Context: an optimization exercise on an open-source flow, tuned for small area and a short achievable clock period. The choices shown serve that exercise and are no tape-out recipe.
Where RTL was checked, it was by simulation tests only, not by an equivalence proof against the original.
Function not checked in runs 1 and 2: the RTL went through the layout flow alone.

`flow/config.mk`:
```
export PLATFORM = sky130hd
export DESIGN_NAME = Synth
export DESIGN_NICKNAME = Synth
export VERILOG_FILES = /design/flow/design.v
export SDC_FILE = /design/flow/constraint.sdc
export NUM_CORES = 4
export LEC_CHECK = 0
export CAP_MARGIN = 20
export CORE_MARGIN = 2
export CORE_UTILIZATION = 40
export SLEW_MARGIN = 20
```
`flow/constraint.sdc`:
```
create_clock -name core_clock -period 15.0 [get_ports {clock}]
set_input_delay 3.0000 -clock core_clock [delete_from_list [all_inputs] [get_ports {clock}]]
set_output_delay 3.0000 -clock core_clock [all_outputs]
set_load 0.01 [all_outputs]
```
`flow/design.v`:
```
module Synth(
  input         clock,
  input         reset,
  input  [19:0] io_Freq_0,
  input  [19:0] io_Freq_1,
  input  [19:0] io_Freq_2,
  input  [19:0] io_Freq_3,
  input  [19:0] io_Freq_4,
  input  [19:0] io_Freq_5,
  input  [17:0] io_Amp_0,
  input  [17:0] io_Amp_1,
  input  [17:0] io_Amp_2,
  input  [17:0] io_Amp_3,
  input  [17:0] io_Amp_4,
  input  [17:0] io_Amp_5,
  output [22:0] io_Out
);
  reg [11:0] t;              
  reg        ph;             
  reg        selP, selW;     
  reg [19:0] div [0:5];
  reg [19:0] idx [0:5];
  reg [19:0] IRS;            
  reg [17:0] WS, WC;         
  reg        Wc;
  reg [19:0] PS, PC;         
  reg        Pc;
  reg [19:0] W1S, W1C;       
  reg        W1c;
  reg [20:0] OS, OC;         
  reg        Oc;
  wire [19:0] freq [0:5];
  wire [17:0] amp  [0:5];
  assign freq[0] = io_Freq_0; assign freq[1] = io_Freq_1; assign freq[2] = io_Freq_2;
  assign freq[3] = io_Freq_3; assign freq[4] = io_Freq_4; assign freq[5] = io_Freq_5;
  assign amp[0] = io_Amp_0; assign amp[1] = io_Amp_1; assign amp[2] = io_Amp_2;
  assign amp[3] = io_Amp_3; assign amp[4] = io_Amp_4; assign amp[5] = io_Amp_5;
  reg [19:0] idx_n [0:5];
  reg [19:0] div_n [0:5];
  reg [20:0] cd, cp;
  reg        eq;
  integer i, b;
  always @* begin
    for (i = 0; i < 6; i = i + 1) begin
      eq = ~|(div[i] ^ freq[i]);
      cd[0] = 1'b1;
      cp[0] = 1'b1;
      for (b = 0; b < 20; b = b + 1) begin
        cd[b+1] = cd[b] & div[i][b];
        cp[b+1] = cp[b] & idx[i][b];
      end
      div_n[i] = (div[i] ^ cd[19:0]) & {20{~eq}};
      idx_n[i] = idx[i] ^ (cp[19:0] & {20{eq}});
    end
  end
  always @(posedge clock) begin
    for (i = 0; i < 6; i = i + 1) begin
      div[i] <= div_n[i] & {20{~reset}};
      idx[i] <= idx_n[i] & {20{~reset}};
    end
  end
  reg [19:0] irs_n;
  reg [17:0] amp_s;
  always @* begin
    irs_n = 20'h0;
    amp_s = 18'h0;
    for (i = 0; i < 6; i = i + 1) begin
      if (t[(2*i+11) % 12] | t[2*i]) irs_n = irs_n | idx_n[i];
      if (t[2*i+1]) amp_s = amp_s | amp[i];
    end
  end
  wire [19:0] MS = ({20{selP}} & PS) | ({20{selW}} & W1S);
  wire [19:0] MC = ({20{selP}} & PC) | ({20{selW}} & W1C);
  wire        Mc = (selP & Pc) | (selW & W1c);
  wire [19:0] index = MS + MC + IRS + {19'h0, Mc};
  wire [17:0] fold  = index[18] ? index[17:0] : ~index[17:0];
  wire        negw  = ph & index[19];
  wire [17:0] Wv   = ~(WS + WC + {17'h0, Wc});     
  wire [19:0] Pres = PS + PC + {19'h0, Pc};         
  wire [22:0] prow = {23{t[11]}} & {{3{Pres[19]}}, Pres};
  wire [17:0] m1 = ph ? Wv : fold;
  wire [17:0] m2 = ({18{~ph}} & fold) | amp_s;
  wire [20:0] m1x = {2'b00, m1, 1'b0};
  wire [9:0]  neg;
  wire [18:0] pp0, pp1, pp2, pp3, pp4, pp5, pp6, pp7, pp8, pp9;
  wire [18:0] pp [0:9];
  genvar k;
  generate
    for (k = 0; k < 10; k = k + 1) begin : booth
      wire b0 = m1x[2*k];
      wire b1 = m1x[2*k+1];
      wire b2 = m1x[2*k+2];
      wire one = b1 ^ b0;
      wire two = (b2 & ~b1 & ~b0) | (~b2 & b1 & b0);
      assign neg[k] = b2 ^ negw;
      wire [18:0] mag = ({19{one}} & {1'b0, m2}) | ({19{two}} & {m2, 1'b0});
      assign pp[k] = mag ^ {19{neg[k]}};
    end
  endgenerate
  assign pp0 = pp[0]; assign pp1 = pp[1]; assign pp2 = pp[2]; assign pp3 = pp[3];
  assign pp4 = pp[4]; assign pp5 = pp[5]; assign pp6 = pp[6]; assign pp7 = pp[7];
  assign pp8 = pp[8]; assign pp9 = pp[9];
  wire [39:0] R0, R1;
  wire ts1 = neg[0] ^ negw;
  wire tc2 = neg[0] & negw;
  wire ts3 = negw ^ tc2;
  wire tc4 = negw & tc2;
  wire ts5, tc6;
  FA utc6 (.a(neg[1]), .b(negw), .c(tc4), .s(ts5), .co(tc6));
  wire ts7 = ts5 ^ pp0[2];
  wire tc8 = ts5 & pp0[2];
  wire ts9, tc10;
  FA utc10 (.a(negw), .b(tc6), .c(pp0[3]), .s(ts9), .co(tc10));
  wire ts11 = pp1[1] ^ tc8;
  wire tc12 = pp1[1] & tc8;
  wire ts13, tc14;
  FA utc14 (.a(neg[2]), .b(negw), .c(pp0[4]), .s(ts13), .co(tc14));
  wire ts15, tc16;
  FA utc16 (.a(pp1[2]), .b(pp2[0]), .c(tc10), .s(ts15), .co(tc16));
  wire ts17 = tc12 ^ ts13;
  wire tc18 = tc12 & ts13;
  wire ts19, tc20;
  FA utc20 (.a(negw), .b(pp0[5]), .c(pp1[3]), .s(ts19), .co(tc20));
  wire ts21, tc22;
  FA utc22 (.a(pp2[1]), .b(tc14), .c(ts19), .s(ts21), .co(tc22));
  wire ts23 = tc18 ^ tc16;
  wire tc24 = tc18 & tc16;
  wire ts25, tc26;
  FA utc26 (.a(neg[3]), .b(negw), .c(pp0[6]), .s(ts25), .co(tc26));
  wire ts27, tc28;
  FA utc28 (.a(pp1[4]), .b(pp2[2]), .c(pp3[0]), .s(ts27), .co(tc28));
  wire ts29, tc30;
  FA utc30 (.a(tc20), .b(ts25), .c(ts27), .s(ts29), .co(tc30));
  wire ts31 = tc22 ^ tc24;
  wire tc32 = tc22 & tc24;
  wire ts33, tc34;
  FA utc34 (.a(negw), .b(pp0[7]), .c(pp1[5]), .s(ts33), .co(tc34));
  wire ts35, tc36;
  FA utc36 (.a(pp2[3]), .b(pp3[1]), .c(tc26), .s(ts35), .co(tc36));
  wire ts37, tc38;
  FA utc38 (.a(tc28), .b(ts33), .c(tc30), .s(ts37), .co(tc38));
  wire ts39 = ts35 ^ tc32;
  wire tc40 = ts35 & tc32;
  wire ts41, tc42;
  FA utc42 (.a(neg[4]), .b(negw), .c(pp0[8]), .s(ts41), .co(tc42));
  wire ts43, tc44;
  FA utc44 (.a(pp1[6]), .b(pp2[4]), .c(pp3[2]), .s(ts43), .co(tc44));
  wire ts45, tc46;
  FA utc46 (.a(pp4[0]), .b(tc34), .c(ts41), .s(ts45), .co(tc46));
  wire ts47, tc48;
  FA utc48 (.a(ts43), .b(tc36), .c(ts45), .s(ts47), .co(tc48));
  wire ts49 = tc38 ^ tc40;
  wire tc50 = tc38 & tc40;
  wire ts51, tc52;
  FA utc52 (.a(negw), .b(pp0[9]), .c(pp1[7]), .s(ts51), .co(tc52));
  wire ts53, tc54;
  FA utc54 (.a(pp2[5]), .b(pp3[3]), .c(pp4[1]), .s(ts53), .co(tc54));
  wire ts55, tc56;
  FA utc56 (.a(tc42), .b(tc44), .c(ts51), .s(ts55), .co(tc56));
  wire ts57, tc58;
  FA utc58 (.a(ts53), .b(tc46), .c(ts55), .s(ts57), .co(tc58));
  wire ts59 = tc48 ^ ts57;
  wire tc60 = tc48 & ts57;
  wire ts61, tc62;
  FA utc62 (.a(neg[5]), .b(negw), .c(pp0[10]), .s(ts61), .co(tc62));
  wire ts63, tc64;
  FA utc64 (.a(pp1[8]), .b(pp2[6]), .c(pp3[4]), .s(ts63), .co(tc64));
  wire ts65, tc66;
  FA utc66 (.a(pp4[2]), .b(pp5[0]), .c(tc52), .s(ts65), .co(tc66));
  wire ts67, tc68;
  FA utc68 (.a(tc54), .b(ts61), .c(ts63), .s(ts67), .co(tc68));
  wire ts69, tc70;
  FA utc70 (.a(tc56), .b(ts65), .c(ts67), .s(ts69), .co(tc70));
  wire ts71 = tc58 ^ ts69;
  wire tc72 = tc58 & ts69;
  wire ts73, tc74;
  FA utc74 (.a(negw), .b(pp0[11]), .c(pp1[9]), .s(ts73), .co(tc74));
  wire ts75, tc76;
  FA utc76 (.a(pp2[7]), .b(pp3[5]), .c(pp4[3]), .s(ts75), .co(tc76));
  wire ts77, tc78;
  FA utc78 (.a(pp5[1]), .b(tc62), .c(tc64), .s(ts77), .co(tc78));
  wire ts79, tc80;
  FA utc80 (.a(ts73), .b(ts75), .c(tc66), .s(ts79), .co(tc80));
  wire ts81, tc82;
  FA utc82 (.a(tc68), .b(ts77), .c(ts79), .s(ts81), .co(tc82));
  wire ts83 = tc70 ^ tc72;
  wire tc84 = tc70 & tc72;
  wire ts85, tc86;
  FA utc86 (.a(neg[6]), .b(negw), .c(pp0[12]), .s(ts85), .co(tc86));
  wire ts87, tc88;
  FA utc88 (.a(pp1[10]), .b(pp2[8]), .c(pp3[6]), .s(ts87), .co(tc88));
  wire ts89, tc90;
  FA utc90 (.a(pp4[4]), .b(pp5[2]), .c(pp6[0]), .s(ts89), .co(tc90));
  wire ts91, tc92;
  FA utc92 (.a(tc74), .b(tc76), .c(ts85), .s(ts91), .co(tc92));
  wire ts93, tc94;
  FA utc94 (.a(ts87), .b(ts89), .c(tc78), .s(ts93), .co(tc94));
  wire ts95, tc96;
  FA utc96 (.a(ts91), .b(tc80), .c(ts93), .s(ts95), .co(tc96));
  wire ts97 = tc82 ^ ts95;
  wire tc98 = tc82 & ts95;
  wire ts99, tc100;
  FA utc100 (.a(negw), .b(pp0[13]), .c(pp1[11]), .s(ts99), .co(tc100));
  wire ts101, tc102;
  FA utc102 (.a(pp2[9]), .b(pp3[7]), .c(pp4[5]), .s(ts101), .co(tc102));
  wire ts103, tc104;
  FA utc104 (.a(pp5[3]), .b(pp6[1]), .c(tc86), .s(ts103), .co(tc104));
  wire ts105, tc106;
  FA utc106 (.a(tc88), .b(tc90), .c(ts101), .s(ts105), .co(tc106));
  wire ts107, tc108;
  FA utc108 (.a(ts99), .b(tc92), .c(ts103), .s(ts107), .co(tc108));
  wire ts109, tc110;
  FA utc110 (.a(ts105), .b(tc94), .c(ts107), .s(ts109), .co(tc110));
  wire ts111 = tc96 ^ ts109;
  wire tc112 = tc96 & ts109;
  wire ts113, tc114;
  FA utc114 (.a(neg[7]), .b(negw), .c(pp0[14]), .s(ts113), .co(tc114));
  wire ts115, tc116;
  FA utc116 (.a(pp1[12]), .b(pp2[10]), .c(pp3[8]), .s(ts115), .co(tc116));
  wire ts117, tc118;
  FA utc118 (.a(pp4[6]), .b(pp5[4]), .c(pp6[2]), .s(ts117), .co(tc118));
  wire ts119, tc120;
  FA utc120 (.a(pp7[0]), .b(tc100), .c(tc102), .s(ts119), .co(tc120));
  wire ts121, tc122;
  FA utc122 (.a(ts113), .b(ts115), .c(ts117), .s(ts121), .co(tc122));
  wire ts123, tc124;
  FA utc124 (.a(tc104), .b(tc106), .c(ts119), .s(ts123), .co(tc124));
  wire ts125, tc126;
  FA utc126 (.a(ts121), .b(tc108), .c(ts123), .s(ts125), .co(tc126));
  wire ts127 = tc110 ^ ts125;
  wire tc128 = tc110 & ts125;
  wire ts129, tc130;
  FA utc130 (.a(negw), .b(pp0[15]), .c(pp1[13]), .s(ts129), .co(tc130));
  wire ts131, tc132;
  FA utc132 (.a(pp2[11]), .b(pp3[9]), .c(pp4[7]), .s(ts131), .co(tc132));
  wire ts133, tc134;
  FA utc134 (.a(pp5[5]), .b(pp6[3]), .c(pp7[1]), .s(ts133), .co(tc134));
  wire ts135, tc136;
  FA utc136 (.a(tc114), .b(tc116), .c(tc118), .s(ts135), .co(tc136));
  wire ts137, tc138;
  FA utc138 (.a(ts129), .b(ts131), .c(ts133), .s(ts137), .co(tc138));
  wire ts139, tc140;
  FA utc140 (.a(tc120), .b(tc122), .c(ts135), .s(ts139), .co(tc140));
  wire ts141, tc142;
  FA utc142 (.a(ts137), .b(tc124), .c(ts139), .s(ts141), .co(tc142));
  wire ts143 = tc126 ^ ts141;
  wire tc144 = tc126 & ts141;
  wire ts145, tc146;
  FA utc146 (.a(neg[8]), .b(negw), .c(pp0[16]), .s(ts145), .co(tc146));
  wire ts147, tc148;
  FA utc148 (.a(pp1[14]), .b(pp2[12]), .c(pp3[10]), .s(ts147), .co(tc148));
  wire ts149, tc150;
  FA utc150 (.a(pp4[8]), .b(pp5[6]), .c(pp6[4]), .s(ts149), .co(tc150));
  wire ts151, tc152;
  FA utc152 (.a(pp7[2]), .b(pp8[0]), .c(tc130), .s(ts151), .co(tc152));
  wire ts153, tc154;
  FA utc154 (.a(tc132), .b(tc134), .c(ts145), .s(ts153), .co(tc154));
  wire ts155, tc156;
  FA utc156 (.a(ts147), .b(ts149), .c(tc136), .s(ts155), .co(tc156));
  wire ts157, tc158;
  FA utc158 (.a(tc138), .b(ts151), .c(ts153), .s(ts157), .co(tc158));
  wire ts159, tc160;
  FA utc160 (.a(tc140), .b(ts155), .c(ts157), .s(ts159), .co(tc160));
  wire ts161 = tc142 ^ ts159;
  wire tc162 = tc142 & ts159;
  wire ts163, tc164;
  FA utc164 (.a(prow[0]), .b(pp0[17]), .c(pp1[15]), .s(ts163), .co(tc164));
  wire ts165, tc166;
  FA utc166 (.a(pp2[13]), .b(pp3[11]), .c(pp4[9]), .s(ts165), .co(tc166));
  wire ts167, tc168;
  FA utc168 (.a(pp5[7]), .b(pp6[5]), .c(pp7[3]), .s(ts167), .co(tc168));
  wire ts169, tc170;
  FA utc170 (.a(pp8[1]), .b(tc146), .c(tc148), .s(ts169), .co(tc170));
  wire ts171, tc172;
  FA utc172 (.a(tc150), .b(ts163), .c(ts165), .s(ts171), .co(tc172));
  wire ts173, tc174;
  FA utc174 (.a(ts167), .b(tc152), .c(tc154), .s(ts173), .co(tc174));
  wire ts175, tc176;
  FA utc176 (.a(ts169), .b(ts171), .c(tc156), .s(ts175), .co(tc176));
  wire ts177, tc178;
  FA utc178 (.a(tc158), .b(ts173), .c(ts175), .s(ts177), .co(tc178));
  wire ts179 = tc160 ^ ts177;
  wire tc180 = tc160 & ts177;
  wire ts181, tc182;
  FA utc182 (.a(neg[9]), .b(prow[1]), .c(pp0[18]), .s(ts181), .co(tc182));
  wire ts183, tc184;
  FA utc184 (.a(pp1[16]), .b(pp2[14]), .c(pp3[12]), .s(ts183), .co(tc184));
  wire ts185, tc186;
  FA utc186 (.a(pp4[10]), .b(pp5[8]), .c(pp6[6]), .s(ts185), .co(tc186));
  wire ts187, tc188;
  FA utc188 (.a(pp7[4]), .b(pp8[2]), .c(pp9[0]), .s(ts187), .co(tc188));
  wire ts189, tc190;
  FA utc190 (.a(tc164), .b(tc166), .c(tc168), .s(ts189), .co(tc190));
  wire ts191, tc192;
  FA utc192 (.a(ts181), .b(ts183), .c(ts185), .s(ts191), .co(tc192));
  wire ts193, tc194;
  FA utc194 (.a(ts187), .b(tc170), .c(tc172), .s(ts193), .co(tc194));
  wire ts195, tc196;
  FA utc196 (.a(ts189), .b(ts191), .c(tc174), .s(ts195), .co(tc196));
  wire ts197, tc198;
  FA utc198 (.a(ts193), .b(tc176), .c(ts195), .s(ts197), .co(tc198));
  wire ts199 = tc178 ^ ts197;
  wire tc200 = tc178 & ts197;
  wire ts201 = ~(prow[2] ^ ~neg[0]);
  wire tc202 = prow[2] | ~neg[0];
  wire ts203, tc204;
  FA utc204 (.a(ts201), .b(pp1[17]), .c(pp2[15]), .s(ts203), .co(tc204));
  wire ts205, tc206;
  FA utc206 (.a(pp3[13]), .b(pp4[11]), .c(pp5[9]), .s(ts205), .co(tc206));
  wire ts207, tc208;
  FA utc208 (.a(pp6[7]), .b(pp7[5]), .c(pp8[3]), .s(ts207), .co(tc208));
  wire ts209, tc210;
  FA utc210 (.a(pp9[1]), .b(tc182), .c(tc184), .s(ts209), .co(tc210));
  wire ts211, tc212;
  FA utc212 (.a(tc186), .b(tc188), .c(ts203), .s(ts211), .co(tc212));
  wire ts213, tc214;
  FA utc214 (.a(ts205), .b(ts207), .c(tc190), .s(ts213), .co(tc214));
  wire ts215, tc216;
  FA utc216 (.a(tc192), .b(ts209), .c(ts211), .s(ts215), .co(tc216));
  wire ts217, tc218;
  FA utc218 (.a(tc194), .b(ts213), .c(ts215), .s(ts217), .co(tc218));
  wire ts219, tc220;
  FA utc220 (.a(tc196), .b(ts217), .c(tc198), .s(ts219), .co(tc220));
  wire ts221 = ~(prow[3] ^ tc202);
  wire tc222 = prow[3] | tc202;
  wire ts223, tc224;
  FA utc224 (.a(ts221), .b(pp1[18]), .c(pp2[16]), .s(ts223), .co(tc224));
  wire ts225, tc226;
  FA utc226 (.a(pp3[14]), .b(pp4[12]), .c(pp5[10]), .s(ts225), .co(tc226));
  wire ts227, tc228;
  FA utc228 (.a(pp6[8]), .b(pp7[6]), .c(pp8[4]), .s(ts227), .co(tc228));
  wire ts229, tc230;
  FA utc230 (.a(pp9[2]), .b(tc204), .c(tc206), .s(ts229), .co(tc230));
  wire ts231, tc232;
  FA utc232 (.a(tc208), .b(ts223), .c(ts225), .s(ts231), .co(tc232));
  wire ts233, tc234;
  FA utc234 (.a(ts227), .b(tc210), .c(tc212), .s(ts233), .co(tc234));
  wire ts235, tc236;
  FA utc236 (.a(ts229), .b(ts231), .c(tc214), .s(ts235), .co(tc236));
  wire ts237, tc238;
  FA utc238 (.a(tc216), .b(ts233), .c(ts235), .s(ts237), .co(tc238));
  wire ts239 = tc218 ^ ts237;
  wire tc240 = tc218 & ts237;
  wire ts241, tc242;
  FA utc242 (.a(prow[4]), .b(~neg[1]), .c(tc222), .s(ts241), .co(tc242));
  wire ts243, tc244;
  FA utc244 (.a(pp2[17]), .b(pp3[15]), .c(pp4[13]), .s(ts243), .co(tc244));
  wire ts245, tc246;
  FA utc246 (.a(pp5[11]), .b(pp6[9]), .c(pp7[7]), .s(ts245), .co(tc246));
  wire ts247, tc248;
  FA utc248 (.a(pp8[5]), .b(pp9[3]), .c(ts241), .s(ts247), .co(tc248));
  wire ts249, tc250;
  FA utc250 (.a(tc224), .b(tc226), .c(tc228), .s(ts249), .co(tc250));
  wire ts251, tc252;
  FA utc252 (.a(ts243), .b(ts245), .c(tc230), .s(ts251), .co(tc252));
  wire ts253, tc254;
  FA utc254 (.a(ts247), .b(tc232), .c(ts249), .s(ts253), .co(tc254));
  wire ts255, tc256;
  FA utc256 (.a(tc234), .b(ts251), .c(ts253), .s(ts255), .co(tc256));
  wire ts257, tc258;
  FA utc258 (.a(tc236), .b(ts255), .c(tc238), .s(ts257), .co(tc258));
  wire ts259 = ~(prow[5] ^ pp2[18]);
  wire tc260 = prow[5] | pp2[18];
  wire ts261, tc262;
  FA utc262 (.a(pp3[16]), .b(pp4[14]), .c(pp5[12]), .s(ts261), .co(tc262));
  wire ts263, tc264;
  FA utc264 (.a(pp6[10]), .b(pp7[8]), .c(pp8[6]), .s(ts263), .co(tc264));
  wire ts265, tc266;
  FA utc266 (.a(pp9[4]), .b(tc242), .c(tc244), .s(ts265), .co(tc266));
  wire ts267, tc268;
  FA utc268 (.a(tc246), .b(ts259), .c(ts261), .s(ts267), .co(tc268));
  wire ts269, tc270;
  FA utc270 (.a(ts263), .b(tc248), .c(tc250), .s(ts269), .co(tc270));
  wire ts271, tc272;
  FA utc272 (.a(ts265), .b(ts267), .c(tc252), .s(ts271), .co(tc272));
  wire ts273, tc274;
  FA utc274 (.a(tc254), .b(ts269), .c(ts271), .s(ts273), .co(tc274));
  wire ts275 = tc256 ^ ts273;
  wire tc276 = tc256 & ts273;
  wire ts277, tc278;
  FA utc278 (.a(prow[6]), .b(~neg[2]), .c(pp3[17]), .s(ts277), .co(tc278));
  wire ts279, tc280;
  FA utc280 (.a(pp4[15]), .b(pp5[13]), .c(pp6[11]), .s(ts279), .co(tc280));
  wire ts281, tc282;
  FA utc282 (.a(pp7[9]), .b(pp8[7]), .c(pp9[5]), .s(ts281), .co(tc282));
  wire ts283, tc284;
  FA utc284 (.a(tc260), .b(tc262), .c(tc264), .s(ts283), .co(tc284));
  wire ts285, tc286;
  FA utc286 (.a(ts277), .b(ts279), .c(ts281), .s(ts285), .co(tc286));
  wire ts287, tc288;
  FA utc288 (.a(tc266), .b(tc268), .c(ts283), .s(ts287), .co(tc288));
  wire ts289, tc290;
  FA utc290 (.a(ts285), .b(tc270), .c(ts287), .s(ts289), .co(tc290));
  wire ts291, tc292;
  FA utc292 (.a(tc272), .b(ts289), .c(tc274), .s(ts291), .co(tc292));
  wire ts293 = ~(prow[7] ^ pp3[18]);
  wire tc294 = prow[7] | pp3[18];
  wire ts295, tc296;
  FA utc296 (.a(pp4[16]), .b(pp5[14]), .c(pp6[12]), .s(ts295), .co(tc296));
  wire ts297, tc298;
  FA utc298 (.a(pp7[10]), .b(pp8[8]), .c(pp9[6]), .s(ts297), .co(tc298));
  wire ts299, tc300;
  FA utc300 (.a(tc278), .b(tc280), .c(tc282), .s(ts299), .co(tc300));
  wire ts301, tc302;
  FA utc302 (.a(ts293), .b(ts295), .c(ts297), .s(ts301), .co(tc302));
  wire ts303, tc304;
  FA utc304 (.a(tc284), .b(tc286), .c(ts299), .s(ts303), .co(tc304));
  wire ts305, tc306;
  FA utc306 (.a(ts301), .b(tc288), .c(ts303), .s(ts305), .co(tc306));
  wire ts307 = tc290 ^ ts305;
  wire tc308 = tc290 & ts305;
  wire ts309, tc310;
  FA utc310 (.a(prow[8]), .b(~neg[3]), .c(pp4[17]), .s(ts309), .co(tc310));
  wire ts311, tc312;
  FA utc312 (.a(pp5[15]), .b(pp6[13]), .c(pp7[11]), .s(ts311), .co(tc312));
  wire ts313, tc314;
  FA utc314 (.a(pp8[9]), .b(pp9[7]), .c(tc294), .s(ts313), .co(tc314));
  wire ts315, tc316;
  FA utc316 (.a(tc296), .b(tc298), .c(ts309), .s(ts315), .co(tc316));
  wire ts317, tc318;
  FA utc318 (.a(ts311), .b(tc300), .c(tc302), .s(ts317), .co(tc318));
  wire ts319, tc320;
  FA utc320 (.a(ts313), .b(ts315), .c(tc304), .s(ts319), .co(tc320));
  wire ts321, tc322;
  FA utc322 (.a(ts317), .b(tc306), .c(ts319), .s(ts321), .co(tc322));
  wire ts323 = ~(prow[9] ^ pp4[18]);
  wire tc324 = prow[9] | pp4[18];
  wire ts325, tc326;
  FA utc326 (.a(pp5[16]), .b(pp6[14]), .c(pp7[12]), .s(ts325), .co(tc326));
  wire ts327, tc328;
  FA utc328 (.a(pp8[10]), .b(pp9[8]), .c(tc310), .s(ts327), .co(tc328));
  wire ts329, tc330;
  FA utc330 (.a(tc312), .b(ts323), .c(ts325), .s(ts329), .co(tc330));
  wire ts331, tc332;
  FA utc332 (.a(tc314), .b(tc316), .c(ts327), .s(ts331), .co(tc332));
  wire ts333, tc334;
  FA utc334 (.a(ts329), .b(tc318), .c(ts331), .s(ts333), .co(tc334));
  wire ts335 = tc320 ^ ts333;
  wire tc336 = tc320 & ts333;
  wire ts337, tc338;
  FA utc338 (.a(prow[10]), .b(~neg[4]), .c(pp5[17]), .s(ts337), .co(tc338));
  wire ts339, tc340;
  FA utc340 (.a(pp6[15]), .b(pp7[13]), .c(pp8[11]), .s(ts339), .co(tc340));
  wire ts341, tc342;
  FA utc342 (.a(pp9[9]), .b(tc324), .c(tc326), .s(ts341), .co(tc342));
  wire ts343, tc344;
  FA utc344 (.a(ts337), .b(ts339), .c(tc328), .s(ts343), .co(tc344));
  wire ts345, tc346;
  FA utc346 (.a(tc330), .b(ts341), .c(tc332), .s(ts345), .co(tc346));
  wire ts347, tc348;
  FA utc348 (.a(ts343), .b(tc334), .c(ts345), .s(ts347), .co(tc348));
  wire ts349 = ~(prow[11] ^ pp5[18]);
  wire tc350 = prow[11] | pp5[18];
  wire ts351, tc352;
  FA utc352 (.a(pp6[16]), .b(pp7[14]), .c(pp8[12]), .s(ts351), .co(tc352));
  wire ts353, tc354;
  FA utc354 (.a(pp9[10]), .b(tc338), .c(tc340), .s(ts353), .co(tc354));
  wire ts355, tc356;
  FA utc356 (.a(ts349), .b(ts351), .c(tc342), .s(ts355), .co(tc356));
  wire ts357, tc358;
  FA utc358 (.a(ts353), .b(tc344), .c(ts355), .s(ts357), .co(tc358));
  wire ts359 = tc346 ^ ts357;
  wire tc360 = tc346 & ts357;
  wire ts361, tc362;
  FA utc362 (.a(prow[12]), .b(~neg[5]), .c(pp6[17]), .s(ts361), .co(tc362));
  wire ts363, tc364;
  FA utc364 (.a(pp7[15]), .b(pp8[13]), .c(pp9[11]), .s(ts363), .co(tc364));
  wire ts365, tc366;
  FA utc366 (.a(tc350), .b(tc352), .c(ts361), .s(ts365), .co(tc366));
  wire ts367, tc368;
  FA utc368 (.a(ts363), .b(tc354), .c(ts365), .s(ts367), .co(tc368));
  wire ts369, tc370;
  FA utc370 (.a(tc356), .b(ts367), .c(tc358), .s(ts369), .co(tc370));
  wire ts371 = ~(prow[13] ^ pp6[18]);
  wire tc372 = prow[13] | pp6[18];
  wire ts373, tc374;
  FA utc374 (.a(pp7[16]), .b(pp8[14]), .c(pp9[12]), .s(ts373), .co(tc374));
  wire ts375, tc376;
  FA utc376 (.a(tc362), .b(tc364), .c(ts371), .s(ts375), .co(tc376));
  wire ts377, tc378;
  FA utc378 (.a(ts373), .b(tc366), .c(ts375), .s(ts377), .co(tc378));
  wire ts379 = tc368 ^ ts377;
  wire tc380 = tc368 & ts377;
  wire ts381, tc382;
  FA utc382 (.a(prow[14]), .b(~neg[6]), .c(pp7[17]), .s(ts381), .co(tc382));
  wire ts383, tc384;
  FA utc384 (.a(pp8[15]), .b(pp9[13]), .c(tc372), .s(ts383), .co(tc384));
  wire ts385, tc386;
  FA utc386 (.a(tc374), .b(ts381), .c(tc376), .s(ts385), .co(tc386));
  wire ts387, tc388;
  FA utc388 (.a(ts383), .b(tc378), .c(ts385), .s(ts387), .co(tc388));
  wire ts389 = ~(prow[15] ^ pp7[18]);
  wire tc390 = prow[15] | pp7[18];
  wire ts391, tc392;
  FA utc392 (.a(pp8[16]), .b(pp9[14]), .c(tc382), .s(ts391), .co(tc392));
  wire ts393, tc394;
  FA utc394 (.a(ts389), .b(tc384), .c(ts391), .s(ts393), .co(tc394));
  wire ts395 = tc386 ^ ts393;
  wire tc396 = tc386 & ts393;
  wire ts397, tc398;
  FA utc398 (.a(prow[16]), .b(~neg[7]), .c(pp8[17]), .s(ts397), .co(tc398));
  wire ts399, tc400;
  FA utc400 (.a(pp9[15]), .b(tc390), .c(ts397), .s(ts399), .co(tc400));
  wire ts401, tc402;
  FA utc402 (.a(tc392), .b(ts399), .c(tc394), .s(ts401), .co(tc402));
  wire ts403 = ~(prow[17] ^ pp8[18]);
  wire tc404 = prow[17] | pp8[18];
  wire ts405, tc406;
  FA utc406 (.a(pp9[16]), .b(tc398), .c(ts403), .s(ts405), .co(tc406));
  wire ts407 = tc400 ^ ts405;
  wire tc408 = tc400 & ts405;
  wire ts409, tc410;
  FA utc410 (.a(prow[18]), .b(~neg[8]), .c(pp9[17]), .s(ts409), .co(tc410));
  wire ts411, tc412;
  FA utc412 (.a(tc404), .b(ts409), .c(tc406), .s(ts411), .co(tc412));
  wire ts413 = ~(prow[19] ^ pp9[18]);
  wire tc414 = prow[19] | pp9[18];
  wire ts415 = tc410 ^ ts413;
  wire tc416 = tc410 & ts413;
  wire ts417, tc418;
  FA utc418 (.a(prow[20]), .b(~neg[9]), .c(tc414), .s(ts417), .co(tc418));
  wire ts419 = ~prow[21];
  wire tc420 = prow[21];
  wire ts421 = ~prow[22];
  wire tc422 = prow[22];
  assign R0 = {tc420, tc418, tc416, tc412, tc408, tc402, tc396, tc388, tc380, tc370, tc360, tc348, tc336, tc322, tc308, tc292, tc276, tc258, tc240, tc220, tc200, tc180, tc162, tc144, tc128, tc112, tc98, tc84, ts81, tc60, tc50, ts47, ts37, ts29, ts21, ts15, ts9, pp1[0], pp0[1], pp0[0]};
  assign R1 = {ts421, ts419, ts417, ts415, ts411, ts407, ts401, ts395, ts387, ts379, ts369, ts359, ts347, ts335, ts321, ts307, ts291, ts275, ts257, ts239, ts219, ts199, ts179, ts161, ts143, ts127, ts111, ts97, ts83, ts71, ts59, ts49, ts39, ts31, ts23, ts17, ts11, ts7, ts3, ts1};
  wire [17:0] lo = {1'b0, R0[16:0]} + {1'b0, R1[16:0]};
  wire        c17 = lo[17];
  wire        c18 = (R0[17] & R1[17]) | ((R0[17] ^ R1[17]) & c17);
  always @(posedge clock) begin
    if (reset) begin
      t <= 12'h001;
      ph <= 1'b0;
      selP <= 1'b0;
      selW <= 1'b0;
      IRS <= 20'h0;
    end else begin
      t <= {t[10:0], t[11]};
      ph <= ~ph;
      selP <= t[1] | t[2] | t[3] | t[4] | t[5] | t[6];
      selW <= t[7] | t[8] | t[9] | t[10];
      IRS <= irs_n;
    end
    WS <= R0[35:18];
    WC <= R1[35:18];
    Wc <= c18;
    if (t[1] | t[3] | t[5] | t[7]) begin
      PS <= R0[36:17];
      PC <= R1[36:17];
      Pc <= c17;
    end
    if (reset) begin
      W1S <= 20'h0;
      W1C <= 20'h0;
      W1c <= 1'b0;
    end else if (t[9]) begin
      W1S <= R0[36:17];
      W1C <= R1[36:17];
      W1c <= c17;
    end
    if (reset) begin
      OS <= 21'h0;
      OC <= 21'h0;
      Oc <= 1'b0;
    end else if (t[11]) begin
      OS <= R0[37:17];
      OC <= R1[37:17];
      Oc <= c17;
    end
  end
  wire [20:0] out = OS + OC + {20'h0, Oc};
  assign io_Out = {{2{out[20]}}, out};
endmodule
module FA(
  input  a,
  input  b,
  input  c,
  output s,
  output co
);
  assign s  = a ^ b ^ c;
  assign co = (a & b) | (a & c) | (b & c);
endmodule
```
`flow/flow/run.sh`:
```
#!/bin/bash
# Standard ORFS layout with a tighter setup-repair target and minimum-size
# port buffers. Full tool output goes to standard.log in the work folder.
set -euo pipefail
bash standard.sh SETUP_SLACK_MARGIN=8.5 'BUFFER_PORTS_ARGS=-buffer_cell sky130_fd_sc_hd__buf_1' finish > standard.log 2>&1
```
`flow/standard.sh`:
```
#!/bin/bash
# synth_recipe.tcl (not shown) runs the flow's synth.tcl, then flattens the netlist and writes it again
# the make line also repeats each setting of config.mk as NAME=value (left out here)
make -C /OpenROAD-flow-scripts/flow DESIGN_CONFIG=/design/flow/config.mk WORK_HOME=/design/flow/orfs CLKGATE_MAP_FILE= SYNTH_SCRIPT=/design/flow/synth_recipe.tcl "${@:-finish}"
```
==> run notes, run 1 <==
outcome timing/DRC/antenna clean; cell accounting for the most synthesized area dfxtp_1; critical hold path startpoint t[10]; RSZ-0062 raised after global routing yes; I/O pin count 253; Slew @ Worst Pin 1.066 ns; PnR worst setup slack 7.039 ns; Die Y 289.0 µm; residual DRC count 0; Startpoint Class input port; predominant post-synthesis flop cell dfxtp_1; final WL 103.6 mm; pre-CTS setup slack 5.317 ns; top cells by area, synth dfxtp_1 (24%), fa_1 (12%), ha_1 (9.3%); Routed WL per cell 20.69 µm; Reg2Reg Depth 36; P&R area growth vs syn 23.57%; drt first pass iters 6; Simple-Gate Fraction of Synth Area 15.46%; library cells used by synthesis 99; Clock Skew 0.05216 ns; Synth Area in XOR/XNOR 12.95%; final slew viol count 0; Tmin final 7.961 ns; Yosys warning total 5; Worst Hold Class reg -> reg; Post-Syn Area 0.03249 mm²; CTS root buffer clkbuf_16; clock latency (worst-skew pair) 0.61 ns; die area 0.08352 mm²; final instance area 0.04014 mm²; slowest stage cell on the critical path fa_2; Hold Crit Endpoint t[11]; Syn Inst Count 3,541; initial antenna violation count 2; Reg-to-Reg Start selW; first-pass GRT wire length 157.7 mm; largest family of logic cells by synthesized area adder cells; share of layout cells above drive strength 1 20.08%; H-tree Lvls 2; Tcrit/Tclk final 53.08%; hpwl dp 76.07 mm; CP Data Arrival Time 8.44 ns; R2R Setup Slk 7.04 ns; Post-synth top cells dfxtp_1 (396), nor2_1 (367), xnor2_1 (292), inv_1 (256), ha_1 (241); Setup CP Type in -> reg; Storage cell area 0.009180 mm²; Sum Neg Setup Slack 0 ns; critical path's largest stage delay 0.58 ns; Core Box Area 0.08042 mm²; Slew HR 28.27%; CP delay by family, top compound AO/OA/AOI/OAI gates; worst r2r dst Wc; post-synthesis mux area share 3.131%; post-synthesis register bit count 437; final setup fails 0; Critical Path Fanout Max 11; largest net degree at the start of global routing 70; worst hold stages 1; Final #Nets 4,565; Post-synth ARST share 0%; Overflow after GRT 0; Fin. Hold Viols 0; Post-synth EDFFs 41; CP endpoint kind flop; port bufs 252; buffer and inverter count on the worst path 3; Bufs on Longest Clock Path 3; max frequency 125.6 MHz; CP cell instances buf_1 -> a22oi_1 -> nand2_1 -> a221oi_1 -> o21a_2 -> o22ai_1 -> xnor2_1 -> a21boi_1 -> fa_2 -> fa_1 -> fa_1 -> inv_1 -> ha_1 -> ha_1 -> nand4_1 -> nor3_2 -> and2_4 -> a211oi_4 -> buf_12 -> a211oi_1; Adder-Cell Fraction of Synth Area 20.87%; area share of the largest cell type after synthesis 24.40%; WHS 0.4718 ns; remaining antenna violation count 0; Initial Utilization 40.40%; Synth Area in Compound Gates 14.03%; CTS Buf Count 48; TritonCTS clock tree built; Post-DP Area 0.03488 mm²; Die X 289.0 µm; drt initial violations 2,578; Final GP Congestion 0.9658; CTS clock-pin slew for the worst setup and hold paths 0.06 ns; Syn Area/Cell 9.175 µm²; syn nets 4,200; Seq/Total Area, Yosys 28.19%; max-cap viol count 0; drt via density 5.459; multi-input combinational cell area 0.02382 mm²; row count 104; Required @ worst endpoint 15.48 ns; detailed-route via count 27,330; fillers 7,441; count leader, synth dfxtp_1; All-Layer GR Usage 24.48%; vias in the first global route 27,050; Clock Sinks 437
==> flip-flops by register name, summed over array words and instances, names as in the netlist, 18 cells and up <==
register  count
OS           21
PC           20
idx         120
IRS          20
PS           20
WS           18
W1S          20
div         120
W1C          20
OC           21
WC           18
==> routing by layer <==
metal  global-route usage, %  share of wire (%)  routed length (µm)  vias to the layer above
li1                        -                  -                   -                    12910
met5                       0                  0                   0                        -
met4                   8.982                4.2                4327                        0
met1                   32.65                 43               44370                    13070
met3                   4.031                7.9                8168                      233
met2                   39.93                 45               46720                     1118
==> worst max-delay path by stage <==
stage,start,end,slack [ns],cells past startpoint
after floorplan,selW,Pc,7.40,36
after global placement,selW,Wc,5.42,27
after detailed placement,selW,Wc,5.32,27
after CTS,selW,Wc,7.12,39
after global routing,selW,Wc,6.80,39
final,io_Amp_5[14],W1c,7.04,20
==> worst reg2reg max path: cells and delay by family, from the launching register on <==
| family | cells | cell delay, ns |
|---|---|---|
| AND/OR/NAND/NOR | 6 | 1.05 |
| XOR/XNOR | 1 | 0.20 |
| flip-flops | 1 | 0.41 |
| adder cells (fa/ha/maj) | 9 | 3.43 |
| AO/OA/AOI/OAI | 10 | 1.79 |
| buffers and inverters | 10 | 0.92 |
==> cells by family after synthesis <==
family | after synthesis
AO/OA/AOI/OAI | 638
XOR/XNOR | 477
adder cells (fa/ha/maj) | 429
buffers and inverters | 432
flip-flops | 437
multiplexers | 97
AND/OR/NAND/NOR | 1031
==> layout make-up <==
cell class	count	area share, %
Multi-Input combinational cell	2674	59.33
Sequential cell	437	22.87
Timing Repair Buffer	482	7.882
Tap cell	1060	3.304
Clock buffer	65	3.279
Inverter	262	2.515
Clock inverter	24	0.7948
Timing Repair inverter	1	0.02182
Antenna cell	1	0.006234
==> metrics by stage <==
stage          cells  utilization [%]
2_1_floorplan   3541                -
3_3_place_gp    4732            43.37
3_5_place_dp    4732            43.37
4_1_cts         4956            48.56
5_1_grt         5005            49.92
6_report        5006            49.92
==> placed cells by master (no fill, tap or decap), types with 61 or more instances in the layout <==
cell,count
fa_1,114
fa_2,74
dfxtp_1,387
nor2_1,352
inv_1,196
o22ai_1,96
nand2_1,173
ha_1,205
buf_4,162
a21oi_1,61
mux2i_1,85
inv_2,62
a22oi_1,107
xnor2_1,253
and2_1,127
nand3_1,71
buf_1,240
xor2_1,181
==> what timing repair did <==
action                     4_1_cts  5_1_grt
setup endpoints to repair      172      163
hold endpoints to repair         0        0
pin swaps                      111      135
gates resized for setup        313      176
setup buffers                  130       49
hold buffers                     0        0
gates cloned                     5        0
==> run 2: changes to the inputs <==
--- a/flow/config.mk
+++ b/flow/config.mk
@@ -10,2 +10,4 @@
 export CORE_UTILIZATION = 40
 export SLEW_MARGIN = 20
+export SYNTH_HIERARCHICAL = 1
+export SYNTH_MINIMUM_KEEP_SIZE = 0
==> run 2 against run 1 <==
Against the previous run:
- critical endpoint is now W1C[2]
- count of clock-buffer cells in the layout is the same
- hold slack improved by 0.0049 ns
==> run notes, run 2 <==
Setup CP Type reg -> reg; P&R area growth vs syn 22.69%; hpwl dp 70.50 mm (-7.3%); Tmin final 7.978 ns (+0.01604 ns); RSZ-0062 raised after global routing yes; Post-DP Area 0.03338 mm² (-4.3%); outcome timing/DRC/antenna clean; Worst Hold Class reg -> reg; final slew viol count 0 (unchanged); Syn Area/Cell 9.530 µm² (+3.9%); Critical Path Fanout Max 6 (-5); detailed-route via count 25,780 (-5.7%); drt via density 5.467 (+0.15%); final setup fails 0 (unchanged); Yosys warning total 11 (+6); WHS 0.4767 ns (+0.004899 ns); die area 0.08037 mm² (-3.8%); Slew @ Worst Pin 1.097 ns (+0.03115 ns); CP most frequent cell buf_6; count leader, synth nor2_1; CP Data Arrival Time 8.50 ns (+0.06 ns); Core Box Area 0.07734 mm² (-3.8%); Post-synth EDFFs 41 (unchanged); CP endpoint kind flop; residual DRC count 0 (unchanged); cell accounting for the most synthesized area dfxtp_1; Routed WL per cell 20.94 µm (+1.2%); drt first pass iters 8 (+2); CTS root buffer clkbuf_16; Final GP Congestion 0.9137 (-5.4%); vias in the first global route 25,520 (-5.7%); Bufs on Longest Clock Path 3 (unchanged); initial antenna violation count 2 (unchanged); area share of the largest cell type after synthesis 25.37% (+0.97 points); final core occ 49.57% (-0.35 points); Clock Skew 0.02322 ns (-0.02894 ns); final instance area 0.03834 mm² (-4.5%); CTS Buf Count 48 (unchanged); final WL 98.74 mm (-4.7%); max frequency 125.4 MHz (-0.20%); critical path's largest stage delay 0.69 ns (+0.11 ns); first-pass GRT wire length 148.8 mm (-5.6%); Seq/Total Area, Yosys 29.31% (+1.1 points); syn nets 3,947 (-6.0%); port bufs 252 (unchanged); clock latency (worst-skew pair) 0.61 ns (about the same); Final #Nets 4,303 (-5.7%); antenna fix cells 0 (-1); largest net degree at the start of global routing 96 (+37%); Post-Syn Area 0.03125 mm² (-3.8%); All-Layer GR Usage 23.68% (-0.80 points); TritonCTS clock tree built; row count 102 (-1.9%); Post-synth top cells nor2_1 (406), dfxtp_1 (396), xnor2_1 (258), xor2_1 (253), ha_1 (241); max-cap viol count 0 (unchanged); remaining antenna violation count 0 (unchanged); Die X 283.5 µm (-1.9%); Slew HR 24.96% (-3.3 points); H-tree Lvls 2 (unchanged); commonest non-fill, non-tap cell in the layout nor2_1; share of layout cells above drive strength 1 16.82% (-3.3 points); Syn Inst Count 3,279 (-7.4%); post-synthesis register bit count 437 (unchanged); Sum Neg Setup Slack 0 ns (unchanged); Tcrit/Tclk final 53.18% (+0.11 points); Required @ worst endpoint 15.52 ns (+0.04 ns); predominant post-synthesis flop cell dfxtp_1; Overflow after GRT 0 (unchanged); top cells by area, synth dfxtp_1 (25%), fa_1 (13%), ha_1 (9.7%); largest registers div: 120 flops, idx: 120 flops; CTS clock-pin slew for the worst setup and hold paths 0.06 ns (about the same); Initial Utilization 40.40% (about the same); fillers 7,166 (-3.7%); slowest stage cell on the critical path fa_2; Fin. Hold Viols 0 (unchanged); drt initial violations 2,244 (-13%); Post-synth ARST share 0% (unchanged); I/O pin count 253 (unchanged); Startpoint Class flop; Die Y 283.5 µm (-1.9%); library cells used by synthesis 83 (-16%); most frequent cells in the layout nor2_1 (392), dfxtp_1 (389), xor2_1 (248); Clock Sinks 437 (unchanged)
run 2: cell types whose count changed in the layout (fill, tap and decap cells not counted), sizes merged, moves of 35 or more:
cell	previous run	this run
xor2	183	253
inv	268	128
nand2	184	105
nor2	369	409
o22ai	101	145
o21ai	89	54
a22oi	127	76
run 2: worst max-delay path: cells and delay by family, from the launching register on:
family                   cells  cell delay (ns)
buffers and inverters       12             1.54
adder cells (fa/ha/maj)      7             3.51
XOR/XNOR                     3             0.33
flip-flops                   1             0.42
AO/OA/AOI/OAI                6             1.23
AND/OR/NAND/NOR              4             0.76
multiplexers                 1             0.12
run 2: metal layers:
metal,track usage [%],vias up,routed length (µm)
li1,-,12050,-
met1,30.25,12400,40890
met3,4.526,254,7425
met2,39.30,1074,46100
met5,0,-,13
met4,9.603,2,4311
run 2: through the flow:
step	cells	worst slack [ns]
global placement	4453	5.716
global route	4715	6.810
detailed placement	4453	5.578
floorplan	3279	7.262
CTS	4635	7.062
finish	4715	7.022
run 2: cell families (layout without fill, tap and decap cells):
group,count (synthesis),after routing,share of synthesized area (%)
compound gates,530,530,11.76
xor+xnor,517,517,14.70
fa+ha+maj,438,438,22.27
buf+inv,294,690,3.880
flops,437,437,29.31
mux,94,94,3.103
simple gates,969,969,14.98
run 2: layout make-up:
type / instances / area (µm²) / area share [%]
clock buffers: 65 / 1429 / 3.727
clock inverters: 25 / 317.8 / 0.8290
inverters: 124 / 467.9 / 1.221
multi-input cells: 2548 / 22430 / 58.50
flip-flops and latches: 437 / 9180 / 23.95
well taps: 1040 / 1301 / 3.394
repair buffers: 476 / 3216 / 8.387
run 2: what timing repair did:
item | CTS | global route
buffers inserted | 92 | 79
cloned | 0 | 1
pin swaps | 70 | 129
resized for setup | 200 | 201
hold buffers | 0 | 0
setup endpoints to repair | 173 | 163
run 2: final timing paths:
path              start      to  slack (ns)  cells after the start
hold / removal     t[8]    t[9]        0.48                      1
hold reg to reg    t[8]    t[9]        0.48                      1
setup reg to reg   selP  W1C[2]        7.02                     33
setup / recovery   selP  W1C[2]        7.02                     33
run 2: modules after synthesis (local to each module, per instance):
module | copies in the design | cells | cell area (µm²)
FA | 171 | 1 | 20.02
Synth | 1 | 3108 | 27820
==> run 3: changes to the inputs <==
--- a/flow/design.v
+++ b/flow/design.v
@@ -18,8 +18,8 @@
   reg [11:0] t;              
   reg        ph;             
-  reg        selP, selW;     
   reg [19:0] div [0:5];
   reg [19:0] idx [0:5];
-  reg [19:0] IRS;            
+  reg [19:0] X0, X1;         
+  reg        incR;           
   reg [17:0] WS, WC;         
   reg        Wc;
@@ -40,8 +40,10 @@
   reg [20:0] cd, cp;
   reg        eq;
+  reg  [5:0] eqv;
   integer i, b;
   always @* begin
     for (i = 0; i < 6; i = i + 1) begin
       eq = ~|(div[i] ^ freq[i]);
+      eqv[i] = eq;
       cd[0] = 1'b1;
       cp[0] = 1'b1;
@@ -70,8 +72,5 @@
     end
   end
-  wire [19:0] MS = ({20{selP}} & PS) | ({20{selW}} & W1S);
-  wire [19:0] MC = ({20{selP}} & PC) | ({20{selW}} & W1C);
-  wire        Mc = (selP & Pc) | (selW & W1c);
-  wire [19:0] index = MS + MC + IRS + {19'h0, Mc};
+  wire [19:0] index = X0 + X1 + {19'h0, ph & incR};
   wire [17:0] fold  = index[18] ? index[17:0] : ~index[17:0];
   wire        negw  = ph & index[19];
@@ -524,27 +523,99 @@
   wire ts421 = ~prow[22];
   wire tc422 = prow[22];
+  wire g0_0 = pp0[0] & ts1;
+  wire p0_0 = pp0[0] | ts1;
+  wire g1_1 = pp0[1] & ts3;
+  wire p1_1 = pp0[1] | ts3;
+  wire g2_2 = pp1[0] & ts7;
+  wire p2_2 = pp1[0] | ts7;
+  wire g3_3 = ts9 & ts11;
+  wire p3_3 = ts9 | ts11;
+  wire g4_4 = ts15 & ts17;
+  wire p4_4 = ts15 | ts17;
+  wire g5_5 = ts21 & ts23;
+  wire p5_5 = ts21 | ts23;
+  wire g6_6 = ts29 & ts31;
+  wire p6_6 = ts29 | ts31;
+  wire g7_7 = ts37 & ts39;
+  wire p7_7 = ts37 | ts39;
+  wire g8_8 = ts47 & ts49;
+  wire p8_8 = ts47 | ts49;
+  wire g9_9 = tc50 & ts59;
+  wire p9_9 = tc50 | ts59;
+  wire g10_10 = tc60 & ts71;
+  wire p10_10 = tc60 | ts71;
+  wire g11_11 = ts81 & ts83;
+  wire p11_11 = ts81 | ts83;
+  wire g12_12 = tc84 & ts97;
+  wire p12_12 = tc84 | ts97;
+  wire g13_13 = tc98 & ts111;
+  wire p13_13 = tc98 | ts111;
+  wire g14_14 = tc112 & ts127;
+  wire p14_14 = tc112 | ts127;
+  wire g15_15 = tc128 & ts143;
+  wire p15_15 = tc128 | ts143;
+  wire g16_16 = tc144 & ts161;
+  wire p16_16 = tc144 | ts161;
+  wire g15_16, p15_16;
+  GP ugp15_16 (.gh(g16_16), .ph(p16_16), .gl(g15_15), .pl(p15_15), .g(g15_16), .p(p15_16));
+  wire g13_14, p13_14;
+  GP ugp13_14 (.gh(g14_14), .ph(p14_14), .gl(g13_13), .pl(p13_13), .g(g13_14), .p(p13_14));
+  wire g13_16, p13_16;
+  GP ugp13_16 (.gh(g15_16), .ph(p15_16), .gl(g13_14), .pl(p13_14), .g(g13_16), .p(p13_16));
+  wire g11_12, p11_12;
+  GP ugp11_12 (.gh(g12_12), .ph(p12_12), .gl(g11_11), .pl(p11_11), .g(g11_12), .p(p11_12));
+  wire g9_10, p9_10;
+  GP ugp9_10 (.gh(g10_10), .ph(p10_10), .gl(g9_9), .pl(p9_9), .g(g9_10), .p(p9_10));
+  wire g0_1;
+  GC ugc0_1 (.gh(g1_1), .ph(p1_1), .gl(g0_0), .g(g0_1));
+  wire g0_2;
+  GC ugc0_2 (.gh(g2_2), .ph(p2_2), .gl(g0_1), .g(g0_2));
+  wire g0_3;
+  GC ugc0_3 (.gh(g3_3), .ph(p3_3), .gl(g0_2), .g(g0_3));
+  wire g0_4;
+  GC ugc0_4 (.gh(g4_4), .ph(p4_4), .gl(g0_3), .g(g0_4));
+  wire g0_5;
+  GC ugc0_5 (.gh(g5_5), .ph(p5_5), .gl(g0_4), .g(g0_5));
+  wire g0_6;
+  GC ugc0_6 (.gh(g6_6), .ph(p6_6), .gl(g0_5), .g(g0_6));
+  wire g0_7;
+  GC ugc0_7 (.gh(g7_7), .ph(p7_7), .gl(g0_6), .g(g0_7));
+  wire g0_8;
+  GC ugc0_8 (.gh(g8_8), .ph(p8_8), .gl(g0_7), .g(g0_8));
+  wire g0_10;
+  GC ugc0_10 (.gh(g9_10), .ph(p9_10), .gl(g0_8), .g(g0_10));
+  wire g0_12;
+  GC ugc0_12 (.gh(g11_12), .ph(p11_12), .gl(g0_10), .g(g0_12));
+  wire g0_16;
+  GC ugc0_16 (.gh(g13_16), .ph(p13_16), .gl(g0_12), .g(g0_16));
+  wire c17 = g0_16;
   assign R0 = {tc420, tc418, tc416, tc412, tc408, tc402, tc396, tc388, tc380, tc370, tc360, tc348, tc336, tc322, tc308, tc292, tc276, tc258, tc240, tc220, tc200, tc180, tc162, tc144, tc128, tc112, tc98, tc84, ts81, tc60, tc50, ts47, ts37, ts29, ts21, ts15, ts9, pp1[0], pp0[1], pp0[0]};
   assign R1 = {ts421, ts419, ts417, ts415, ts411, ts407, ts401, ts395, ts387, ts379, ts369, ts359, ts347, ts335, ts321, ts307, ts291, ts275, ts257, ts239, ts219, ts199, ts179, ts161, ts143, ts127, ts111, ts97, ts83, ts71, ts59, ts49, ts39, ts31, ts23, ts17, ts11, ts7, ts3, ts1};
-  wire [17:0] lo = {1'b0, R0[16:0]} + {1'b0, R1[16:0]};
-  wire        c17 = lo[17];
-  wire        c18 = (R0[17] & R1[17]) | ((R0[17] ^ R1[17]) & c17);
+  wire        c18 = (R0[17] & R1[17]) | ((R0[17] | R1[17]) & c17);
+  wire [19:0] A0 = t[7] ? W1S : t[11] ? 20'h0 : R0[36:17];
+  wire [19:0] A1 = t[7] ? W1C : t[11] ? 20'h0 : R1[36:17];
+  wire        ac = t[7] ? W1c : t[11] ? 1'b0  : c17;
+  wire [19:0] X0n = A0 ^ A1 ^ irs_n;
+  wire [19:0] X1n = {(A0[18:0] & A1[18:0]) | (A0[18:0] & irs_n[18:0]) | (A1[18:0] & irs_n[18:0]), ac};
   always @(posedge clock) begin
     if (reset) begin
       t <= 12'h001;
       ph <= 1'b0;
-      selP <= 1'b0;
-      selW <= 1'b0;
-      IRS <= 20'h0;
+      incR <= 1'b0;
+      X0 <= 20'h0;
+      X1 <= 20'h0;
     end else begin
       t <= {t[10:0], t[11]};
       ph <= ~ph;
-      selP <= t[1] | t[2] | t[3] | t[4] | t[5] | t[6];
-      selW <= t[7] | t[8] | t[9] | t[10];
-      IRS <= irs_n;
+      incR <= |(eqv & {t[10], t[8], t[6], t[4], t[2], t[0]});
+      if (ph) begin
+        X0 <= X0n;
+        X1 <= X1n;
+      end
     end
     WS <= R0[35:18];
     WC <= R1[35:18];
     Wc <= c18;
-    if (t[1] | t[3] | t[5] | t[7]) begin
+    if (t[7]) begin
       PS <= R0[36:17];
       PC <= R1[36:17];
@@ -583,2 +654,21 @@
   assign co = (a & b) | (a & c) | (b & c);
 endmodule
+module GP(
+  input  gh,
+  input  ph,
+  input  gl,
+  input  pl,
+  output g,
+  output p
+);
+  assign g = gh | (ph & gl);
+  assign p = ph & pl;
+endmodule
+module GC(
+  input  gh,
+  input  ph,
+  input  gl,
+  output g
+);
+  assign g = gh | (ph & gl);
+endmodule
==> run 3 against run 2 <==
Against the previous run:
- cell count grew 5.9%
- synthesized cell count grew 4.9%
- setup slack gained 0.45 ns
- cell area grew 8.9%
- fmax grew 6.0%
- area after synthesis grew 4.6%
- flip-flop and latch count grew 19
- first-iteration DRC count grew 9.4%
- critical path depth shrank 13
- critical endpoint is now X0[2]
==> run notes, run 3 <==
Slew @ Worst Pin 1.196 ns (+0.09882 ns); Post-synth EDFFs 41 (unchanged); Seq/Total Area, Yosys 29.18% (-0.13 points); Synth Area in XOR/XNOR 14.36% (-0.33 points); Required @ worst endpoint 15.45 ns (-0.07 ns); max frequency 132.9 MHz (+6.0%); pre-CTS setup slack 5.931 ns (+0.3534 ns); drt via density 5.537 (+1.3%); CTS Buf Count 53 (+10%); Adder-Cell Fraction of Synth Area 20.85% (-1.4 points); Post-Syn Area 0.03269 mm² (+4.6%); Inst Count DP 4,616 (+3.7%); first-pass GRT wire length 158.0 mm (+6.2%); Clock Sinks 456 (+4.3%); Sum Neg Setup Slack 0 ns (unchanged); Tcrit/Tclk final 50.18% (-3.0 points); CTS clock-pin slew for the worst setup and hold paths 0.06 ns (about the same); cell accounting for the most synthesized area dfxtp_1; Bufs on Longest Clock Path 3 (unchanged); Tmin final 7.527 ns (-0.4508 ns); post-synthesis mux area share 3.196% (+0.093 points); library cells used by synthesis 104 (+25%); P&R area growth vs syn 27.77%; largest registers div: 120 flops, idx: 120 flops; remaining antenna violation count 0 (unchanged); final instance area 0.04176 mm² (+8.9%); RSZ-0062 raised after global routing yes; share of layout cells above drive strength 1 23.51% (+6.7 points); Synth Area in Compound Gates 13.02% (+1.3 points); detailed-route via count 27,640 (+7.2%); initial antenna violation count 2 (unchanged); final core occ 51.76% (+2.2 points); Setup CP Type in -> reg; Simple-Gate Fraction of Synth Area 16.00% (+1.0 points); commonest non-fill, non-tap cell in the layout dfxtp_1; hpwl dp 71.70 mm (+1.7%); row count 104 (+2.0%); TritonCTS clock tree built; most frequent cells in the layout dfxtp_1 (402), nor2_1 (364), xnor2_1 (288); Initial Utilization 40.51% (+0.11 points); final slew viol count 0 (unchanged); Die Y 289.9 µm (+2.2%); clock latency (worst-skew pair) 0.64 ns (+0.03 ns); Post-synth ARST share 0% (unchanged); antenna fix cells 0 (unchanged); Post-DP Area 0.03505 mm² (+5.0%); largest family of logic cells by synthesized area adder cells; Syn Area/Cell 9.499 µm² (-0.32%); residual DRC count 0 (unchanged); Fin. Hold Viols 0 (unchanged); Critical Path Fanout Max 5 (-1); top cells by area, synth dfxtp_1 (25%), fa_1 (12%), xnor2_1 (9.0%); Worst Hold Class reg -> reg; PnR worst setup slack 7.473 ns (+0.4508 ns); Core Box Area 0.08068 mm² (+4.3%); port bufs 252 (unchanged); Yosys warning total 11 (unchanged); I/O pin count 253 (unchanged); All-Layer GR Usage 23.94% (+0.26 points); final WL 105.5 mm (+6.9%); CTS root buffer clkbuf_16; Startpoint Class input port; outcome timing/DRC/antenna clean; drt first pass iters 6 (-2); final setup fails 0 (unchanged); drt initial violations 2,455 (+9.4%); Final #Nets 4,538 (+5.5%); Post-synth top cells dfxtp_1 (415), nor2_1 (376), xnor2_1 (335), ha_1 (223), fa_1 (198); max-cap viol count 0 (unchanged); Clock Skew 0.04912 ns (+0.02590 ns); CP endpoint kind flop; Routed WL per cell 21.15 µm (+0.98%); area share of the largest cell type after synthesis 25.42% (+0.047 points); predominant post-synthesis flop cell dfxtp_1; vias in the first global route 26,910 (+5.4%); Slew HR 19.65% (-5.3 points); CP Data Arrival Time 7.97 ns (-0.53 ns); Die X 289.9 µm (+2.2%); H-tree Lvls 2 (unchanged); syn nets 4,092 (+3.7%); die area 0.08402 mm² (+4.5%); Finished Layout Cells 4,991 (+5.9%); Overflow after GRT 0 (unchanged); post-synthesis register bit count 456 (+4.3%); hold buffers post-CTS 0 (unchanged); count leader, synth dfxtp_1; Final GP Congestion 0.9390 (+2.8%); largest net degree at the start of global routing 157 (+64%); Syn Inst Count 3,441 (+4.9%)
==> run 3: kinds of logic (layout without fill, tap and decap cells) <==
group | Yosys count | in the layout
AO/OA/AOI/OAI | 618 | 619
XOR/XNOR | 524 | 524
adder cells (fa/ha/maj) | 427 | 427
buffers and inverters | 265 | 751
flip-flops | 456 | 456
multiplexers | 98 | 99
AND/OR/NAND/NOR | 1053 | 1055
==> run 3: final timing paths <==
kind	slack, ns	cells after the start	startpoint	to
setup / recovery	7.47	20	io_Amp_2[14]	X0[2]
hold / removal	0.49	2	X0[14]	X0[14]
setup reg to reg	7.56	28	ph	X0[2]
hold reg to reg	0.49	2	X0[14]	X0[14]
==> run 3: per-module statistics from Yosys (local to each module, per instance) <==
module,copies in the design,cells inside,cell area [µm²]
Synth,1,3249,29110
FA,171,1,20.02
GP,5,2,13.76
GC,11,1,7.507
==> run 3: cell type report <==
| cell class | instances | area (µm²) |
|---|---|---|
| clock inverters | 23 | 307.8 |
| multi-input cells | 2724 | 24590 |
| fillers | 7318 | 38910 |
| flip-flops and latches | 456 | 9573 |
| repair buffers | 567 | 4015 |
| inverters | 81 | 357.8 |
| repair inverters | 4 | 32.53 |
| well taps | 1060 | 1326 |
| clock buffers | 76 | 1563 |
==> run 3: critical path, cell delays in order <==
cell and delay, ns:
buf_1 0.07, a22oi_1 0.19, nand2_1 0.09, a221oi_2 0.27
o21ai_1 0.15, buf_4 0.22, buf_12 0.12, clkinvlp_4 0.11
o22ai_1 0.09, xor2_1 0.16, fa_1 0.39, fa_2 0.36
fa_2 0.39, fa_1 0.52, fa_2 0.38, fa_2 0.59
nor3b_4 0.19, a21oi_2 0.05, fa_2 0.55, a211oi_2 0.07
==> run 3: per-stage QoR <==
step	hold slack, ns
floorplan	0.4535
global placement	0.4725
detailed placement	0.4732
CTS	0.4805
global route	0.5031
finish	0.4867
==> run 3: repair_timing <==
action,CTS,global route
gates resized for setup,380,176
cloned,9,4
setup buffers,170,93
setup endpoints to repair,192,156
pin swaps,205,146
==> run 3: metal layers <==
layer	vias up	share of wire (%)	wire [µm]	global-route usage (%)
met2	1090	47	49750	39.97
met1	13320	40	42160	30.56
met3	336	7.3	7667	3.722
met4	2	5.6	5956	10.76
li1	12890	-	-	-
met5	-	0.010	11	0

## afterwards: timing with drivers on the ports
The flow's constraints put no driver on any port. The routed layouts listed below were extracted and timed again, unchanged, in two steps.
Step 1 sets driving cells, clkbuf_16 on the clock port and buf_2 on the other inputs (assumed; they add their load-dependent delay and slew).
Step 2 times the ports against the registers' clock, not the clock port: input delays grow and output delays shrink by t, the midpoint of the rising clock arrivals with the driver on.
a / b / c = no drivers / after step 1 / after step 2; a / b = the first two.
run | shift t [ns] | slack for setup (ns) | hold slack, ns | latest minus earliest clock arrival (ns) | worst register clock-pin slew, ns
run 1 | 0.645 | 7.039 / 7.045 / 6.435 | 0.472 / 0.472 / 0.472 | 0.054 / 0.054 | 0.07 / 0.07
run 2 | 0.657 | 7.022 / 7.022 / 6.524 | 0.477 / 0.477 / 0.477 | 0.026 / 0.026 | 0.07 / 0.07
run 3 | 0.684 | 7.473 / 7.518 / 6.834 | 0.487 / 0.487 / 0.487 | 0.049 / 0.049 | 0.09 / 0.09
After both steps setup and hold are still met in every run listed. The setup slack of run 3, which loses most, moves by +0.045 ns with the drivers and by -0.639 ns with both steps.
